Source: an optimization exercise on an open RTL-to-GDS flow (aim: small area and a short achievable clock period). Production flows keep margins and buffers that such runs may drop. In this exercise RTL edits were held to simulation tests only and were not proved equivalent to the original. No activity file was given, so power comes from the tool's default toggle rates.

--- design/flow/config.mk ---
export PLATFORM = sky130hd
export DESIGN_NAME = Processor
export DESIGN_NICKNAME = Processor
export VERILOG_FILES = /design/flow/design.v
export SDC_FILE = /design/flow/constraint.sdc
export NUM_CORES = 4
export LEC_CHECK = 0
export CAP_MARGIN = 20
export CORE_MARGIN = 2
export CORE_UTILIZATION = 40
export PLACE_DENSITY = 0.6
export SLEW_MARGIN = 20
--- design/flow/constraint.sdc ---
create_clock -name core_clock -period 12.0 [get_ports {clock}]
set_input_delay 2.4000 -clock core_clock [delete_from_list [all_inputs] [get_ports {clock}]]
set_output_delay 2.4000 -clock core_clock [all_outputs]
set_load 0.01 [all_outputs]
--- design/flow/design.v ---
module ArithmeticLogicUnit (
	input clock,
	input [5:0] funct,
	input [31:0] RSvalue,  
	input [31:0] RTvalue,  
	input [31:0] immediate,  
	output reg [31:0] RDvalue  
);
	localparam [5:0] ADD = 6'd0, ADDI = 6'd1, SUB = 6'd2, SUBI = 6'd3, AND = 6'd4, ANDI = 6'd5,
							OR = 6'd6, ORI = 6'd7, XOR = 6'd8, NOR = 6'd9, NOT = 6'd10,
							SLT = 6'd11, SLE = 6'd12, SGT = 6'd13, SGE = 6'd14, EQ = 6'd15,
							NEQ = 6'd16, MULT = 6'd17, DIV = 6'd18;
	always@ (*) begin
		case (funct)
			ADD: RDvalue = RSvalue + RTvalue;  
			ADDI: RDvalue = RSvalue + immediate;  
			SUB: RDvalue = RSvalue - RTvalue;  
			SUBI: RDvalue = RSvalue - immediate;  
			AND: RDvalue = RSvalue & RTvalue;  
			ANDI: RDvalue = RSvalue & immediate;  
			OR: RDvalue = RSvalue | RTvalue;  
			ORI: RDvalue = RSvalue | immediate;  
			XOR: RDvalue = RSvalue ^ RTvalue;  
			NOR: RDvalue = ~(RSvalue | RTvalue);  
			NOT: RDvalue = ~RSvalue;  
			SLT: begin  
				if (RSvalue < RTvalue) RDvalue = 32'd1;
				else RDvalue = 32'd0;
			end
			SLE: begin  
				if (RSvalue <= RTvalue) RDvalue = 32'd1;
				else RDvalue = 32'd0;
			end
			SGT: begin  
				if (RSvalue > RTvalue) RDvalue = 32'd1;
				else RDvalue = 32'd0;
			end
			SGE: begin  
				if (RSvalue >= RTvalue) RDvalue = 32'd1;
				else RDvalue = 32'd0;
			end
			EQ: begin  
				if (RSvalue == RTvalue) RDvalue = 32'd1;
				else RDvalue = 32'd0;
			end
			NEQ: begin  
				if (RSvalue != RTvalue) RDvalue = 32'd1;
				else RDvalue = 32'd0;
			end
			default: RDvalue = 32'd0;
		endcase
	end	
endmodule
module RegisterFile (
	input clock,
	input reset,
	input flagRF,  
	input [4:0] addrRW,  
	input [4:0] addrRD,  
	input [4:0] addrRS,  
	input [4:0] addrRT,  
	input [31:0] data,   
	output [31:0] readRW,   
	output [31:0] readRD,   
	output [31:0] readRS,   
	output [31:0] readRT,   
	output [31:0] regOUT,   
	output [31:0] regDest,  
	output [31:0] regData   
);
	reg [31:0] registers[31:0];  
	assign readRW = (addrRW == 5'd0) ? 32'd0 : registers[addrRW];
	assign readRD = (addrRD == 5'd0) ? 32'd0 : registers[addrRD];
	assign readRS = (addrRS == 5'd0) ? 32'd0 : registers[addrRS];
	assign readRT = (addrRT == 5'd0) ? 32'd0 : registers[addrRT];
	assign regOUT = registers[6];
	assign regDest = registers[1];
	assign regData = registers[2];
	always@ (posedge clock) begin
		if (flagRF == 1) begin  
			if(addrRW != 5'd0)
				registers[addrRW] <= data;
		end
	end	
endmodule
module ProgramCounter
#(parameter ADDR_WIDTH=12)
(
	input clock,
	input reset,
	input [2:0] flagPC,
	input [(ADDR_WIDTH-1):0] newAddress,
	output reg [(ADDR_WIDTH-1):0] address
);
	localparam [2:0] INCREASE = 3'd1, JUMP = 3'd2, DELAY = 3'd3;
	wire [31:0] delay;
	reg [31:0] count;
	assign delay = 32'd750000;
	always@ (posedge clock) begin
		if (reset == 1) begin 	 
			address <= 12'd0;
			count <= 32'd0;
		end
		else begin
			case(flagPC)
				INCREASE: address <= address + 12'd1;
				JUMP: address <= newAddress;
				DELAY: begin
					if(count < delay) count <= count + 32'd1;
					else begin
						count <= 32'd0;
						address <= address + 12'd1;
					end		
				end
			endcase	
		end
	end
endmodule
module ControlUnit (
	input reset,  
	input interruption,  
	input flagJB,  
	input flagCS,  
	input [5:0] opcode,  
	output reg LED,  
	output reg flagMI,  
	output reg flagMD,  
	output reg flagJR,  
	output reg flagLSR,  
	output reg flagRF,  
	output reg flagAddrRF,  
	output reg flagHALT,  
	output reg flagExecProc,  
	output reg flagHD,  
	output reg flagNumProg,  
	output reg [1:0] flagBQ,  
	output reg [1:0] flagSetValue,  
	output reg [2:0] flagPC,  
	output reg [2:0] flagMuxRF,  
	output reg flagSend,  
	output reg flagSOControl,  
	output reg flagReceive
);
	localparam [5:0] ALU = 6'd0, LW = 6'd1, LI = 6'd2, LR = 6'd3, SW = 6'd4, SR = 6'd5,
							BEQ = 6'd6, BNQ = 6'd7, JMP = 6'd8, JR = 6'd9, NOP = 6'd10,
							HLT = 6'd11, IN = 6'd12, OUT = 6'd13, DELAY = 6'd14,
							HD_TRANSFER_MI = 6'd15, SAVE_RF_HD = 6'd16, REC_RF_HD = 6'd17,
							SAVE_RF_HD_IND = 6'd18, REC_RF_HD_IND = 6'd19, SET_MULTIPROG = 6'd20,
							SET_QUANTUM = 6'd21, SET_ADDR_CS = 6'd22, SET_NUM_PROG = 6'd23,
							EXEC_PROCESS = 6'd24, GET_PC_PROCESS = 6'd25,
							SEND = 6'd26, RECEIVE = 6'd27, SEND_SO = 6'd28, RECEIVE_SO = 6'd29;
	always@(*) begin
		if((reset == 1) || (interruption == 1) || (flagCS == 1))
			flagSOControl = 0;
		else if((opcode == SEND) || (opcode == RECEIVE))
			flagSOControl = 1;
		else
			flagSOControl = 0;
	end
	always@(*) begin
		if((reset == 1) || (interruption == 1) || (flagCS == 1))
			flagSend = 0;
		else if(opcode == SEND_SO)
			flagSend = 1;
		else
			flagSend = 0;
	end
	always@(*) begin
		if((reset == 1) || (interruption == 1) || (flagCS == 1))
			flagReceive = 0;
		else if(opcode == RECEIVE_SO)
			flagReceive = 1;
		else
			flagReceive = 0;
	end
	always@(*) begin
		if((reset == 1) || (interruption == 1) || (flagCS == 1))
			flagMI = 0;
		else if(opcode == HD_TRANSFER_MI)
			flagMI = 1;
		else
			flagMI = 0;
	end
	always@(*) begin
		if((reset == 1) || (interruption == 1) || (flagCS == 1))
			flagHD = 0;
		else if((opcode == SAVE_RF_HD) || (opcode == SAVE_RF_HD_IND))
			flagHD = 1;
		else
			flagHD = 0;
	end
	always@(*) begin
		if((reset == 1) || (interruption == 1) || (flagCS == 1))
			flagHALT = 0;
		else if(opcode == HLT)
			flagHALT = 1;
		else
			flagHALT = 0;
	end
	always@(*) begin
		if((reset == 1) || (interruption == 1) || (flagCS == 1))
			flagExecProc = 0;
		else if(opcode == EXEC_PROCESS)
			flagExecProc = 1;
		else
			flagExecProc = 0;
	end
	always@(*) begin
		if((reset == 1) || (interruption == 1) || (flagCS == 1))
			flagSetValue = 2'd0;
		else if(opcode == SET_QUANTUM)
			flagSetValue = 2'd1;
		else if(opcode == SET_MULTIPROG)
			flagSetValue = 2'd2;
		else if(opcode == SET_ADDR_CS)
			flagSetValue = 2'd3;
		else
			flagSetValue = 2'd0;
	end
	always@(*) begin
		if((reset == 1) || (interruption == 1) || (flagCS == 1))
			flagNumProg = 0;
		else if(opcode == SET_NUM_PROG)
			flagNumProg = 1;
		else
			flagNumProg = 0;
	end
	always@ (*) begin
		if((reset == 1) || (interruption == 1)) begin
			LED = 0;
			flagMD = 0;
			flagJR = 0;
			flagLSR = 0;
			flagRF = 0;
			flagAddrRF = 0;
			flagPC = 3'd0;
			flagBQ = 2'd0;
			flagMuxRF = 3'd0;
		end
		else if(flagCS == 1) begin
			LED = 0;
			flagMD = 0;
			flagJR = 0;
			flagLSR = 0;
			flagRF = 0;
			flagAddrRF = 0;
			flagPC = 3'd2;
			flagBQ = 2'd0;
			flagMuxRF = 3'd0;
		end
		else begin
			case (opcode)
				ALU: begin  
					LED = 0;
					flagMD = 0;
					flagJR = 0;
					flagLSR = 0;
					flagRF = 1;
					flagAddrRF = 0;
					flagPC = 3'd1;
					flagBQ = 2'd0;
					flagMuxRF = 3'd1;
				end
				LW: begin  
					LED = 0;
					flagMD = 0;
					flagJR = 0;
					flagLSR = 0;
					flagRF = 1;
					flagAddrRF = 0;
					flagPC = 3'd1;
					flagBQ = 2'd0;
					flagMuxRF = 3'd2;
				end
				LI: begin  
					LED = 0;
					flagMD = 0;
					flagJR = 0;
					flagLSR = 0;
					flagRF = 1;
					flagAddrRF = 0;
					flagPC = 3'd1;
					flagBQ = 2'd0;
					flagMuxRF = 3'd4;
				end
				LR: begin  
					LED = 0;
					flagMD = 0;
					flagJR = 0;
					flagLSR = 1;
					flagRF = 1;
					flagAddrRF = 0;
					flagPC = 3'd1;
					flagBQ = 2'd0;
					flagMuxRF = 3'd2;
				end
				SW: begin  
					LED = 0;
					flagMD = 1;
					flagJR = 0;
					flagLSR = 0;
					flagRF = 0;
					flagAddrRF = 0;
					flagPC = 3'd1;
					flagBQ = 2'd0;
					flagMuxRF = 3'd0;
				end
				SR: begin  
					LED = 0;
					flagMD = 1;
					flagJR = 0;
					flagLSR = 1;
					flagRF = 0;
					flagAddrRF = 0;
					flagPC = 3'd1;
					flagBQ = 2'd0;
					flagMuxRF = 3'd0;
				end
				BEQ: begin  
					LED = 0;
					flagMD = 0;
					flagJR = 0;
					flagLSR = 0;
					flagRF = 0;
					flagAddrRF = 0;
					flagBQ = 2'd1;
					flagMuxRF = 3'd0;
					if(flagJB == 1)
						flagPC = 3'd2;
					else flagPC = 3'd1;
				end
				BNQ: begin  
					LED = 0;
					flagMD = 0;
					flagJR = 0;
					flagLSR = 0;
					flagRF = 0;
					flagAddrRF = 0;
					flagBQ = 2'd2;
					flagMuxRF = 3'd0;
					if(flagJB == 1)
						flagPC = 3'd2;
					else flagPC = 3'd1;
				end
				JMP: begin  
					LED = 0;
					flagMD = 0;
					flagJR = 0;
					flagLSR = 0;
					flagRF = 0;
					flagAddrRF = 0;
					flagPC = 3'd2;
					flagBQ = 2'd0;
					flagMuxRF = 3'd0;
				end
				JR: begin  
					LED = 0;
					flagMD = 0;
					flagJR = 1;
					flagLSR = 0;
					flagRF = 0;
					flagAddrRF = 0;
					flagPC = 3'd2;
					flagBQ = 2'd0;
					flagMuxRF = 3'd0;
				end
				NOP: begin  
					LED = 0;
					flagMD = 0;
					flagJR = 0;
					flagLSR = 0;
					flagRF = 0;
					flagAddrRF = 0;
					flagPC = 3'd1;
					flagBQ = 2'd0;
					flagMuxRF = 3'd0;
				end
				HLT: begin  
					LED = 1;
					flagMD = 0;
					flagJR = 0;
					flagLSR = 0;
					flagRF = 0;
					flagAddrRF = 0;
					flagPC = 3'd2;
					flagBQ = 2'd0;
					flagMuxRF = 3'd0;
				end
				IN: begin  
					LED = 1;
					flagMD = 0;
					flagJR = 0;
					flagLSR = 0;
					flagRF = 1;
					flagAddrRF = 0;
					flagPC = 3'd1;
					flagBQ = 2'd0;
					flagMuxRF = 3'd3;
				end
				OUT: begin  
					LED = 0;
					flagMD = 0;
					flagJR = 0;
					flagLSR = 0;
					flagRF = 0;
					flagAddrRF = 0;
					flagPC = 3'd1;
					flagBQ = 2'd0;
					flagMuxRF = 3'd0;
				end
				DELAY: begin
					LED = 0;
					flagMD = 0;
					flagJR = 0;
					flagLSR = 0;
					flagRF = 0;
					flagAddrRF = 0;
					flagPC = 3'd3;
					flagBQ = 2'd0;
					flagMuxRF = 3'd0;
				end
				HD_TRANSFER_MI: begin
					LED = 0;
					flagMD = 0;
					flagJR = 0;
					flagLSR = 0;
					flagRF = 0;
					flagAddrRF = 0;
					flagPC = 3'd1;
					flagBQ = 2'd0;
					flagMuxRF = 3'd0;
				end
				SAVE_RF_HD: begin
					LED = 0;
					flagMD = 0;
					flagJR = 0;
					flagLSR = 0;
					flagRF = 0;
					flagAddrRF = 0;
					flagPC = 3'd1;
					flagBQ = 2'd0;
					flagMuxRF = 3'd0;
				end
				REC_RF_HD: begin
					LED = 0;
					flagMD = 0;
					flagJR = 0;
					flagLSR = 0;
					flagRF = 1;
					flagAddrRF = 0;
					flagPC = 3'd1;
					flagBQ = 2'd0;
					flagMuxRF = 3'd6;
				end
				SAVE_RF_HD_IND: begin
					LED = 0;
					flagMD = 0;
					flagJR = 0;
					flagLSR = 0;
					flagRF = 0;
					flagAddrRF = 1;
					flagPC = 3'd1;
					flagBQ = 2'd0;
					flagMuxRF = 3'd0;
				end
				REC_RF_HD_IND: begin
					LED = 0;
					flagMD = 0;
					flagJR = 0;
					flagLSR = 0;
					flagRF = 1;
					flagAddrRF = 1;
					flagPC = 3'd1;
					flagBQ = 2'd0;
					flagMuxRF = 3'd6;
				end
				SET_MULTIPROG: begin
					LED = 0;
					flagMD = 0;
					flagJR = 0;
					flagLSR = 0;
					flagRF = 0;
					flagAddrRF = 0;
					flagPC = 3'd1;
					flagBQ = 2'd0;
					flagMuxRF = 3'd0;
				end
				SET_QUANTUM: begin
					LED = 0;
					flagMD = 0;
					flagJR = 0;
					flagLSR = 0;
					flagRF = 0;
					flagAddrRF = 0;
					flagPC = 3'd1;
					flagBQ = 2'd0;
					flagMuxRF = 3'd0;
				end
				SET_ADDR_CS: begin
					LED = 0;
					flagMD = 0;
					flagJR = 0;
					flagLSR = 0;
					flagRF = 0;
					flagAddrRF = 0;
					flagPC = 3'd1;
					flagBQ = 2'd0;
					flagMuxRF = 3'd0;
				end
				SET_NUM_PROG: begin
					LED = 0;
					flagMD = 0;
					flagJR = 0;
					flagLSR = 0;
					flagRF = 0;
					flagAddrRF = 0;
					flagPC = 3'd1;
					flagBQ = 2'd0;
					flagMuxRF = 3'd0;
				end
				EXEC_PROCESS: begin
					LED = 0;
					flagMD = 0;
					flagJR = 1;
					flagLSR = 0;
					flagRF = 0;
					flagAddrRF = 0;
					flagPC = 3'd2;
					flagBQ = 2'd0;
					flagMuxRF = 3'd0;
				end
				GET_PC_PROCESS: begin
					LED = 0;
					flagMD = 0;
					flagJR = 0;
					flagLSR = 0;
					flagRF = 1;
					flagAddrRF = 0;
					flagPC = 3'd1;
					flagBQ = 2'd0;
					flagMuxRF = 3'd5;
				end
				SEND: begin
					LED = 0;
					flagMD = 0;
					flagJR = 0;
					flagLSR = 0;
					flagRF = 0;
					flagAddrRF = 0;
					flagPC = 3'd0;
					flagBQ = 2'd0;
					flagMuxRF = 3'd0;
				end
				RECEIVE: begin
					LED = 0;
					flagMD = 0;
					flagJR = 0;
					flagLSR = 0;
					flagRF = 0;
					flagAddrRF = 0;
					flagPC = 3'd0;
					flagBQ = 2'd0;
					flagMuxRF = 3'd0;
				end
				SEND_SO: begin
					LED = 0;
					flagMD = 0;
					flagJR = 0;
					flagLSR = 0;
					flagRF = 0;
					flagAddrRF = 0;
					flagPC = 3'd1;
					flagBQ = 2'd0;
					flagMuxRF = 3'd0;
				end
				RECEIVE_SO: begin
					LED = 0;
					flagMD = 0;
					flagJR = 0;
					flagLSR = 0;
					flagRF = 1;
					flagAddrRF = 0;
					flagPC = 3'd1;
					flagBQ = 2'd0;
					flagMuxRF = 3'd7;
				end
				default: begin
					LED = 0;
					flagMD = 0;
					flagJR = 0;
					flagLSR = 0;
					flagRF = 0;
					flagAddrRF = 0;
					flagPC = 3'd0;
					flagBQ = 2'd0;
					flagMuxRF = 3'd0;
				end
			endcase
		end
	end
endmodule
module Datapath (
	input reset,
	input clock,
	input flagJR,  
	input flagLSR,  
	input flagRF,  
	input flagAddrRF,  
	input flagHALT,  
	input flagExecProc,  
	input [1:0] flagBQ,  
	input [1:0] flagSetValue,  
	input [2:0] flagPC,  
	input [2:0] flagMuxRF,  
	input [31:0] dataReadMD,  
	input [31:0] instruction,  
	input [31:0] IN,  
	input [31:0] dataHD,
	output reg flagJB,  
	output reg flagCS,  
	output reg [1:0] flagShift,  
	output [5:0] opcode,  
	output [11:0] addressMI,  
	output reg [11:0] addressMD,  
	output [15:0] outTest,  
	output [31:0] RWvalue,  
	output [31:0] RDvalue,
	output [31:0] RSvalue,
	output [31:0] RTvalue,
	output [31:0] OUT_LCD,  
	input [31:0] netDataArduino,
	output [31:0] netDest,
	output [31:0] netData
);
	wire [4:0] RD, RS, RT, addrRW;  
	wire [5:0] funct;  
	wire [9:0] imed_op;  
	wire [20:0] imed_load;  
	wire [31:0] resultALU;  
	reg multProg;  
	reg [11:0] newAddress;  
	reg [11:0] addrCS;  
	reg [11:0] processPC;  
	reg [31:0] quantum;  
	reg [31:0] imed_op_ext;  
	reg [31:0] imed_load_ext;  
	reg [31:0] data;  
	reg [31:0] contQ;  
	RegisterFile RegisterFile1 (
		.clock(clock),
		.reset(reset),
		.flagRF(flagRF),
		.addrRW(addrRW),
		.addrRD(RD),
		.addrRS(RS),
		.addrRT(RT),
		.data(data),
		.readRW(RWvalue),
		.readRD(RDvalue),
		.readRS(RSvalue),
		.readRT(RTvalue),
		.regOUT(OUT_LCD),
		.regDest(netDest),
		.regData(netData)
	);
	ProgramCounter ProgramCounter1 (
		.clock(clock),
		.reset(reset),
		.flagPC(flagPC),
		.newAddress(newAddress),
		.address(addressMI)
	);
	ArithmeticLogicUnit ArithmeticLogicUni1 (
		.clock(clock),
		.funct(funct),
		.RDvalue(resultALU),
		.RSvalue (RSvalue),
		.RTvalue(RTvalue),
		.immediate(imed_op_ext)
	);
	assign outTest = {10'd0, opcode};
	assign addrRW = (flagAddrRF == 1)? RDvalue[4:0] : RD;
	assign opcode = instruction [31:26];  
	assign RD = instruction [25:21];  
	assign RS = instruction [20:16];  
	assign RT = instruction [15:11];  
	assign funct = instruction [5:0];  
	assign imed_op = instruction [15:6];  
	assign imed_load = instruction[20:0];  
	always@ (posedge clock) begin
		if (reset == 1) begin 	 
			quantum <= 32'd500000;
			multProg <= 0;
			addrCS <= 12'd0;
			processPC <= 12'd0;
		end
		else begin
			if(flagSetValue == 2'd1)  
				quantum <= RDvalue;
			else if(flagSetValue == 2'd2)  
				multProg <= imed_load_ext[0];
			else if(flagSetValue == 2'd3)  
				addrCS <= RDvalue[11:0];
			if((flagCS == 1) || (flagHALT == 1))
				processPC <= addressMI;
		end
	end
	always@(*) begin
		if((flagHALT == 1) || (flagCS == 1))  
			flagShift = 2'd1;
		else if(flagExecProc == 1)  
			flagShift = 2'd2;
		else  
			flagShift = 2'd0;
	end
	always@ (posedge clock) begin
		if(reset == 1)
			contQ <= 32'd0;
		else if((multProg == 1) && (flagCS == 0)) begin  
			if((flagHALT == 1) || (flagPC == 3'd3))  
				contQ <= 32'd0;
			else if(contQ < quantum)  
				contQ <= contQ + 32'd1;
			else contQ <= 32'd0;
		end
		else contQ <= 32'd0;
	end
	always@(*) begin
		if(contQ == quantum)  
			flagCS = 1;  
		else flagCS = 0;
	end
	always@ (*) begin
		if(imed_op[9] == 1) imed_op_ext = {20'hfffff, 2'b11, imed_op};
		else imed_op_ext = {22'd0, imed_op};
		if(imed_load[20] == 1) imed_load_ext = {11'b11111111111, imed_load};
		else imed_load_ext = {11'd0, imed_load};
	end
	always@ (*) begin
		if (flagHALT == 1) begin  
			if(multProg == 1) newAddress = addrCS;
			else newAddress = 12'd0;
		end
		else if(flagCS == 1)  
			newAddress = addrCS;
		else if (flagJR == 1)  
			newAddress = RDvalue [11:0];
		else  
			newAddress = instruction [11:0];
	end
	always@ (*) begin	
		if(flagBQ == 2'd1) begin  
			if(RDvalue == RSvalue)
				flagJB = 1;  
			else flagJB = 0;  
		end
		else if (flagBQ == 2'd2) begin  
			if(RDvalue != RSvalue) 
				flagJB = 1;  
			else flagJB = 0;  
		end
		else flagJB = 0;  
	end
	always@ (*) begin
		if(flagLSR == 1)  
			addressMD = RSvalue [11:0];  
		else addressMD = instruction [11:0];  
	end
	always@ (*) begin
		if(flagMuxRF == 3'd1) data = resultALU;  
		else if(flagMuxRF == 3'd2) data = dataReadMD;  
		else if(flagMuxRF == 3'd3) data = IN;  
		else if(flagMuxRF == 3'd4) data = imed_load_ext;  
		else if(flagMuxRF == 3'd5) data = {20'd0, processPC};  
		else if(flagMuxRF == 3'd6) data = dataHD;
		else if(flagMuxRF == 3'd7) data = netDataArduino;
		else data = 32'd0;
	end
endmodule
module Processor (
	input reset,  
	input clock,  
	input interruption,  
	input [31:0] dataReadMD,  
	input [31:0] instruction,  
	input [31:0] IN_Data,  
	input [31:0] dataHD,  
	output flagMI,  
	output LED,  
	output flagMD,  
	output flagHALT,  
	output flagHD,  
	output flagNumProg,  
	output flagSend,
	output [1:0] flagShift,  
	output [11:0] addressMD,  
	output [11:0] addressMI,  
	output [15:0] outTest,  
	output [31:0] RWvalue,  
	output [31:0] RDvalue,
	output [31:0] RSvalue,
	output [31:0] RTvalue,
	output [31:0] outLCD,  
	input [31:0] netDataArduino,
	output flagSOControl,
	output flagReceive,
	output reg [1:0] addrSOControl,
	output [31:0] netDest,
	output [31:0] netData
);
	wire flagJR, flagLSR, flagRF, flagJB, flagAddrRF, flagSO;
	wire flagExecProc;
	wire flagCS;
	wire [1:0] flagBQ;
	wire [1:0] flagSetValue;
	wire [2:0] flagPC, flagMuxRF;
	wire [5:0] opcode;  
	Datapath Datapath1 (
		.reset(reset),
		.clock(clock),
		.flagJR(flagJR),
		.flagLSR(flagLSR),
		.flagRF(flagRF),
		.flagAddrRF(flagAddrRF),
		.flagHALT(flagHALT),
		.flagExecProc(flagExecProc),
		.flagBQ(flagBQ),
		.flagSetValue(flagSetValue),
		.flagPC(flagPC),
		.flagMuxRF(flagMuxRF),
		.dataReadMD(dataReadMD),
		.instruction(instruction),
		.IN(IN_Data),
		.dataHD(dataHD),
		.flagJB(flagJB),
		.flagCS(flagCS),
		.flagShift(flagShift),
		.opcode(opcode),
		.addressMI(addressMI),
		.addressMD(addressMD),
		.outTest(outTest),
		.RWvalue(RWvalue),
		.RDvalue(RDvalue),
		.RSvalue(RSvalue),
		.RTvalue(RTvalue),
		.OUT_LCD(outLCD),
		.netDataArduino(netDataArduino),
		.netDest(netDest),
		.netData(netData)
	);
	ControlUnit ControlUnit1 (
		.reset(reset),
		.interruption(interruption),
		.flagJB(flagJB),
		.flagCS(flagCS),
		.opcode(opcode),  
		.LED(LED),
		.flagMI(flagMI),
		.flagMD(flagMD),
		.flagJR(flagJR),
		.flagLSR(flagLSR),
		.flagRF(flagRF),
		.flagAddrRF(flagAddrRF),
		.flagHALT(flagHALT),
		.flagExecProc(flagExecProc),
		.flagHD(flagHD),
		.flagNumProg(flagNumProg),
		.flagBQ(flagBQ),
		.flagSetValue(flagSetValue),
		.flagPC(flagPC),
		.flagMuxRF(flagMuxRF),
		.flagSend(flagSend),
		.flagSOControl(flagSOControl),
		.flagReceive(flagReceive)
	);
	always@(posedge clock) begin
		if(reset == 1)
			addrSOControl <= 2'd0;
		else if(opcode == 6'd26) 
			addrSOControl <= 2'd0;  
		else if(opcode == 6'd27) 
			addrSOControl <= 2'd1;  
	end
endmodule
--- design/flow/run.sh ---
#!/bin/bash
# synth_recipe.tcl (not shown) runs the flow's synth.tcl, then flattens the netlist and writes it again
# the make line also repeats each setting of config.mk as NAME=value (left out here)
make -C /OpenROAD-flow-scripts/flow DESIGN_CONFIG=/design/flow/config.mk WORK_HOME=/design/flow/orfs CLKGATE_MAP_FILE= SYNTH_SCRIPT=/design/flow/synth_recipe.tcl finish
==> results.txt <==
layer usage:
metal  track usage, %  vias to the layer above
met5                0                        -
met1             44.8                    35328
li1                 -                    28406
met2             53.5                     6590
met4             28.7                       26
met3             16.3                     1727
where the power goes:
| group | internal [mW] | switching (mW) | total, mW |
|---|---|---|---|
| Combinational | 0.721 | 1.32 | 2.04 |
| Clock | 2.27 | 1.79 | 4.06 |
| Sequential | 4.33 | 0.00465 | 4.34 |
| Total | 7.32 | 3.11 | 10.4 |
critical path: stages:
cell and delay [ns]:
clkdlybuf4s50_1 0.81, or4_1 0.18, nor2_1 0.04, buf_4 0.27
nor2_4 0.54, a22o_1 0.73, mux2_8 0.78, buf_12 0.34
buf_4 0.37, nand2_1 0.09, nand3_1 0.09, a21oi_1 0.10
or4_1 0.59, nor4_1 0.71, buf_4 0.24, clkdlybuf4s50_1 0.53
cell type report:
type / instances / area (um2)
sequential: 1158 / 33400
clock inverter: 72 / 631
multi-input combinational: 5265 / 44100
clock buffer: 161 / 3550
fill: 17912 / 107000
inverter: 149 / 566
tap: 2656 / 3320
timing repair buffer: 785 / 7310
antenna: 26 / 65.1
cell usage after synthesis, types with 27 or more instances:
library cell	instances	area (um2)
edfxtp_1	1024	30700
a22o_1	30	263
buf_6	38	428
buf_4	48	360
nor2_1	352	1320
a31oi_1	60	375
nor2b_1	44	275
mux2_2	71	800
nor4_1	50	313
a211oi_1	58	435
or4_1	35	263
mux2i_1	224	2240
buf_1	55	206
nand2_1	1313	4930
a21o_1	27	203
nor3_1	68	340
o21bai_1	27	203
nand3_1	450	2250
o21ai_0	188	941
buf_2	129	646
and3_1	83	519
inv_1	142	533
dfxtp_1	134	2680
ha_1	142	1780
mux4_2	750	16900
xor2_1	62	543
a221oi_1	77	674
a21oi_1	450	2250
o22ai_1	57	357
clkbuf_1	339	1270
a22oi_1	95	713
xnor2_1	91	797
o221ai_1	36	315
nand4_1	39	244
o211ai_1	52	390
registers in the layout, indices dropped and copies added (netlist names), 12 cells and up:
name,cells
Datapath1.ProgramCounter1.address,12
Datapath1.ProgramCounter1.count,32
Datapath1.RegisterFile1.registers,1024
Datapath1.processPC,12
Datapath1.contQ,32
Datapath1.quantum,32
Datapath1.addrCS,12
how the worst max path moves through the flow:
stage,to,startpoint,cells past startpoint
floorplan,Datapath1.RegisterFile1.registers[0][29]$_DFFE_PP_,instruction[17],20
global placement,RWvalue[20],instruction[24],16
detailed placement,RWvalue[20],instruction[24],16
CTS,RWvalue[20],instruction[24],16
global route,RWvalue[20],instruction[29],15
finish,RWvalue[20],instruction[24],16
logic make-up after synthesis:
group	Yosys count	share of synthesized area, %
AND/OR/NAND/NOR	2552	14.2
AO/OA/AOI/OAI	1327	10.8
flip-flops	1158	41.6
multiplexers	1046	24.9
buffers and inverters	768	4.55
XOR/XNOR	153	1.67
adder cells (fa/ha/maj)	144	2.26
other	1	0.00467
metrics by stage:
stage | total power, mW | hold WS, ns | setup WS [ns] | cell area, um2 | instances
after floorplan | 5.53 | 0.432 | 2.52 | 80500 | 7191
after global placement | 6.37 | 0.439 | 0.935 | 88600 | 10008
after detailed placement | 6.37 | 0.446 | 0.888 | 88700 | 10011
after CTS | 10.4 | 0.454 | 0.866 | 92900 | 10244
after global routing | 10.6 | 0.463 | 0.683 | 92900 | 10247
final | 10.4 | 0.450 | 0.688 | 93000 | 10272
==> reports/metrics.yaml <==
clk_pin_slew_worst_paths_ns: 0.06
post_cts_resized: 0
grt_start_max_net_pins: 178
gp_congestion: 0.996
dr.max_layer_used: "met5"
power.leakage_nw: 33.3
period_share_pct: 94.3
status: "no timing/DRC/antenna violations"
ctsHoldBuffers: 0
yosysUniqueCellTypes: 100
die_w_um: 452
ys_warn_count: 6
post-dp-hpwl_mm: 267
hold_path.class: "reg -> reg"
cp.arrival_ns: 8.91
cts_sinks: 1158
initial_core_util_pct: 40.2
tightest_slew_ns: 1.26
die_h_um: 452
grt_pass1_vias: 67715
relSlewSlack_pct: 15.8
crit_required_ns: 9.60
syn_to_final_growth_pct: 15.8
wl_met1_mm: 129
fin_crit_ns: 11.31
h-tree-depth: 4
io_buffers: 428
core_um2: 200000
r2r_slack_ns: 4.25
synth-seq-cells: 1158
cp_max_fo: 81
post_cts.repair.setup_buffers: 0
drc: 0
final_cell_mix: "1311 x nand2_1, 1024 x edfxtp_1, 750 x mux4_2"
antenna_found_initial: 29
routed_via_density: 7.02
rsz0062_at_grt: "false"
drive_gt1_share_pct: 20.4
wirelength_mm: 395
regToRegStartpoint: "Datapath1.RegisterFile1.registers[6][8]$_DFFE_PP_"
io_pins: 440
synth_area_um2: 80300
synth_cells: 7149
wl_met2_mm: 162
cap_violations: 0
dr.first_iter.drc_count: 11796
hp-start: "Datapath1.processPC[5]$_SDFFE_PP0N_"
fin_skew_ns: 0.0498
synth_flop_cell: "edfxtp_1"
ir_worst_vdd_uv: 126
dr.pass1.iters: 8
wl_met3_mm: 65.4
yosysSeqAreaShare_pct: 41.6
fin_nets: 7797
critPathKind: "in -> out"
row_count: 164
r2r-end: "Datapath1.RegisterFile1.registers[7][29]$_DFFE_PP_"
start_kind: "input port"
fin_util_pct: 46.6
min_path_cells: 2
vias: 72077
synth-edff-count: 1024
root_buffer: "clkbuf_16"
hold_viol: 0
synthArstFlopShare_pct: 0
layout_commonest_cell: "nand2_1"
clk_path_buf_depth: 3
r2r_cells: 22
avgRoutedWirePerCell_um: 38.4
grt.overflow.total: 0
holdPathEnd: "Datapath1.processPC[5]$_SDFFE_PP0N_"
grt_pass1_wl_mm: 541
tritoncts: "yes"
dieArea_um2: 204000
p_per_area_nw_per_um2: 112
finalSetupViolCount: 0
maxSlewViolCount: 0
endpoint_kind: "primary output"
tns_ns: 0
clock_latency_ns: 0.84
cts_buffers: 131
fmax_mhz: 88.4
avgSynthCellArea_um2: 11.2
ant_nets: 0
grt.total_usage_pct: 37.6

[port drivers added, routing unchanged]
The flow's constraints put no driver on any port. The routed layout listed below was extracted and timed again, unchanged, in two steps.
Step 1: set_driving_cell puts a clkbuf_16 on clock and a buf_2 on each other input, an assumption about the parent block.
Step 2, shift: input delay + t, output delay - t, t = (earliest + latest rising clock arrival at the registers) / 2. This alone moves slack from input paths to output paths.
Three values: ideal, step 1, step 2; two values: the first two.
shift t [ns]: 0.906
setup slack, ns: 0.688 / 0.433 / 0.433
worst hold slack (ns): 0.450 / 0.450 / 0.450
worst data-port slew with drivers (ns): 0.26
After both steps setup and hold are still met in this run. For this run, drivers alone change the setup slack by -0.255 ns; drivers and shift together by -0.255 ns.
